Background: an optimization exercise with open tools, aiming at small area. Do not read the settings as production practice.
Function was checked by simulation only, so behaviour that the tests miss may differ from the original.
No activity file was given, so power comes from the tool's default toggle rates.

// uart_top
module uart_top (
    input        clk, rst,
    input        read_uart, write_uart,
    input        rx_data_in,
    input  [7:0] write_data,
    output       rx_full, rx_empty, tx_full,
    output       tx_data_out,
    output [7:0] read_data
    );
clock: 10.0 ns
lec_check: 0
cap_margin: 20
core_margin: 2
core_utilization: 70
place_density: 0.8
slew_margin: 20
standard.sh (not shown) runs the stock make flow with config.mk's settings and CLKGATE_MAP_FILE= SYNTH_SCRIPT=/design/flow/synth_recipe.tcl, a recipe that flattens the netlist after the stock synthesis.
==> flow/flow/run.sh <==
#!/bin/bash
# Standard ORFS layout (standard synthesis unchanged), with two changes:
#  - clock tree: larger sink clusters driven by clkbuf_16, no dummy loads
#  - port buffers: the smallest buffer (buf_1) instead of the default
set -euo pipefail
export CTS_ARGS="-sink_clustering_enable -repair_clock_nets -dont_use_dummy_load -buf_list sky130_fd_sc_hd__clkbuf_8 -sink_clustering_size 20 -sink_clustering_max_diameter 80"
export BUFFER_PORTS_ARGS="-buffer_cell sky130_fd_sc_hd__buf_1"
bash standard.sh finish > layout.log 2>&1
Edit:
--- a/flow/flow/run.sh
+++ b/flow/flow/run.sh
@@ -6 +6 @@
-export CTS_ARGS="-sink_clustering_enable -repair_clock_nets -dont_use_dummy_load -buf_list sky130_fd_sc_hd__clkbuf_8 -sink_clustering_size 20 -sink_clustering_max_diameter 80"
+export CTS_ARGS="-sink_clustering_enable -repair_clock_nets -dont_use_dummy_load -buf_list sky130_fd_sc_hd__clkbuf_8 -sink_clustering_size 22 -sink_clustering_max_diameter 60"
After rerunning: The changed run produced a clean layout. Setup slack improved by 0.033 ns. Die area stays the same. Power shrinks by 0.56%. Clock power shrinks by about 3%. Maximum frequency grows by 0.77%. Routed wire length shrinks by 1.5%. Register-to-register slack is about the same.

---

build 91:
uart_top, a different RTL version from the one above (not shown whole).
Size in the first run: roughly 530 cells after synthesis, ~25 I/O pins, about 11,000 um^2 of cells after synthesis.
==> flow/design.v (excerpt) <==
module uart_top (
    input        clk, rst,
    input        read_uart, write_uart,
    input        rx_data_in,
    input  [7:0] write_data,
    output       rx_full, rx_empty, tx_full,
    output       tx_data_out,
    output [7:0] read_data
    );
    wire       tick;
    wire       rx_done, tx_done;
    wire       tx_empty;
    wire [7:0] tx_head, rx_byte;
    baud_rate_generator baud_rate_gen_module (.clk(clk), .rst(rst), .tick(tick));
    uart_transmitter uart_tx_module (.clk(clk), .rst(rst), .tx_start(~tx_empty),
        .sample_tick(tick), .data_in(tx_head), .tx_done(tx_done), .tx_data(tx_data_out));
    uart_receiver uart_rx_module (.clk(clk), .rst(rst), .rx_data(rx_data_in),
        .sample_tick(tick), .data_out(rx_byte), .data_ready(rx_done));
    fifo_tx fifo_tx_module (.clk(clk), .rst(rst), .wr(write_uart), .wdata(write_data),
        .pop(tx_done), .head(tx_head), .empty(tx_empty), .full(tx_full));
    fifo_rx fifo_rx_module (.clk(clk), .rst(rst), .wr(rx_done), .wdata(rx_byte),
        .rd(read_uart), .head(read_data), .empty(rx_empty), .full(rx_full));
endmodule
make LEC_CHECK=0 CAP_MARGIN=20 CORE_MARGIN=2 CORE_UTILIZATION=40 SLEW_MARGIN=20 finish   # period 10.0 ns
run.sh (not shown) runs the stock make flow with config.mk's settings and CLKGATE_MAP_FILE= SYNTH_SCRIPT=/design/flow/synth_recipe.tcl, a recipe that flattens the netlist after the stock synthesis.
Stock flow here: none of the scripts above is used.
--- input diff build 91..build 34 ---
Settings: swapping 40 for 70 in CORE_UTILIZATION; putting PLACE_DENSITY at 0.8 where nothing was set.
==> flow/flow/run.sh (new file) <==
#!/bin/bash
# Standard ORFS layout (standard synthesis unchanged), with two changes:
#  - clock tree: larger sink clusters driven by clkbuf_16, no dummy loads
#  - port buffers: the smallest buffer (buf_1) instead of the default
set -euo pipefail
export CTS_ARGS="-sink_clustering_enable -repair_clock_nets -dont_use_dummy_load -buf_list sky130_fd_sc_hd__clkbuf_16 -sink_clustering_size 30 -sink_clustering_max_diameter 100"
export BUFFER_PORTS_ARGS="-buffer_cell sky130_fd_sc_hd__buf_1"
bash standard.sh finish > layout.log 2>&1
==> flow/standard.sh (new file) <==
#!/bin/bash
# synth_recipe.tcl (not shown) runs the flow's synth.tcl, then flattens the netlist and writes it again
# the make line also repeats each setting of config.mk as NAME=value (left out here)
make -C /OpenROAD-flow-scripts/flow DESIGN_CONFIG=/design/flow/config.mk WORK_HOME=/design/flow/orfs CLKGATE_MAP_FILE= SYNTH_SCRIPT=/design/flow/synth_recipe.tcl "${@:-finish}"
removed: flow/run.sh
==> summary.txt <==
Per the final summary, build 34 finished and its layout is clean on timing, DRC and antenna.
For inverter count of the layout excluding clock inverters, build 34 and build 91 come out practically identical.
| ratio of routed vias to standard cells | build 34 vs build 91 | 1.1 higher |
NOTE: final estimated routing congestion in global placement in build 34 exceeds that of build 91
Re final area: build 91 was higher than build 34.
Compared with build 91, in build 34 power moved down, post-layout worst setup margin moved up, share of post-route cells with drive strength above 1 moved down.
Edits applied to the flow inputs when going from build 34 to build 97:
Settings: removing PLACE_DENSITY (formerly 0.8); setting CTS_CLUSTER_DIAMETER to 80 for the first time; setting CTS_BUF_LIST to sky130_fd_sc_hd__clkbuf_16 for the first time; changing CORE_UTILIZATION from 70 to 40; setting CTS_CLUSTER_SIZE to 25 for the first time.
==> flow/run.sh (new file) <==
#!/bin/bash
# synth_recipe.tcl (not shown) runs the flow's synth.tcl, then flattens the netlist and writes it again
# the make line also repeats each setting of config.mk as NAME=value (left out here)
make -C /OpenROAD-flow-scripts/flow DESIGN_CONFIG=/design/flow/config.mk WORK_HOME=/design/flow/orfs CLKGATE_MAP_FILE= SYNTH_SCRIPT=/design/flow/synth_recipe.tcl finish
removed: flow/flow/run.sh
removed: flow/standard.sh
Results
[compare] base=build 34 new=build 97: final number of setup-violating endpoints neither gained nor lost much; number of rows created at floorplan picked up an extra 15. When the final numbers for build 97 and build 34 were put side by side, the post-route fraction of the period consumed by the critical path turned out to be smaller in build 34. Compared to build 34, the router laid down less metal wire for build 97. There was hardly any difference in share of total power consumed by net switching between build 34 and build 97. Cell area | build 97 vs build 34 | build 97 larger. Sort build 97 and build 34 by wire length on met3, descending, and build 34 comes first. Compared with build 34, build 97 shows a lower first-iteration DRC count. Build 97 vs build 34 — starting density of the core dropped 31 points.
--- input diff build 97..build 9 ---
Settings: CTS_CLUSTER_SIZE no longer set, was 25; CTS_CLUSTER_DIAMETER no longer set, was 80; CTS_BUF_LIST now sky130_fd_sc_hd__clkbuf_4, was sky130_fd_sc_hd__clkbuf_16.
==> summary.txt <==
- Re final count of pins violating max slew: no difference whatsoever between build 97 and build 9.
- Summary of build 9 over build 97: wire length of the first global-routing pass saw an increase; fraction of standard cell area in multi-input logic saw a decrease; final core utilization saw an increase.
- Of build 9 and build 97, it is build 9 that has the higher share of cells above drive strength 1.
What build 6 does differently from build 9 at the input level:
Settings: setting CTS_CLUSTER_DIAMETER to 100 for the first time; changing CORE_UTILIZATION from 40 to 70; changing CTS_BUF_LIST from sky130_fd_sc_hd__clkbuf_4 to sky130_fd_sc_hd__clkbuf_16; setting PLACE_DENSITY to 0.8 for the first time; setting CTS_CLUSTER_SIZE to 30 for the first time.
Results
From build 9 to build 6 the numbers moved as follows: effective utilization at floorplan rose 31 points; largest stage delay on the critical path about even.
Build 6 vs. build 9: die height lower; internal portion of total power saw a decrease; share of power burned in the clock network shows a reduction of 11 points; remaining max-slew budget at the tightest pin increased 2.2 points.
Build 6: PASS, flow complete, no timing, DRC or antenna violations
On count of H-tree levels built during CTS, the higher figure sits with build 9, not build 6.

==> afterwards: timing with drivers on the ports <==
The flow's constraints put no driver on any port. The routed layouts listed below were extracted and timed again, unchanged, in two steps. Step 1 assumes that a clkbuf_16 drives the clock port and a buf_2 every other input. Step 2 moves the port delays by t, midway between the first and last clock arrival at a register: inputs arrive t later, outputs are due t later. That takes back most of the time a late clock gives input paths. Slacks: no drivers / after step 1 / after step 2; pairs: no drivers / after step 1.
run	t (ns)	setup WS [ns]	cell pins on the clock port's net
the first run of note 1	0.536	5.692 / 5.656 / 5.774	1
the second run of note 1	0.530	5.725 / 5.690 / 5.774	1
build 91	0.577	5.399 / 5.355 / 5.932	1
build 34	0.502	5.828 / 5.785 / 6.287	1
build 97	0.533	5.412 / 5.367 / 5.900	1
build 9	0.680	5.252 / 5.210 / 5.890	1
build 6	0.513	5.477 / 5.436 / 5.949	1
After both steps every run listed still meets setup and hold.
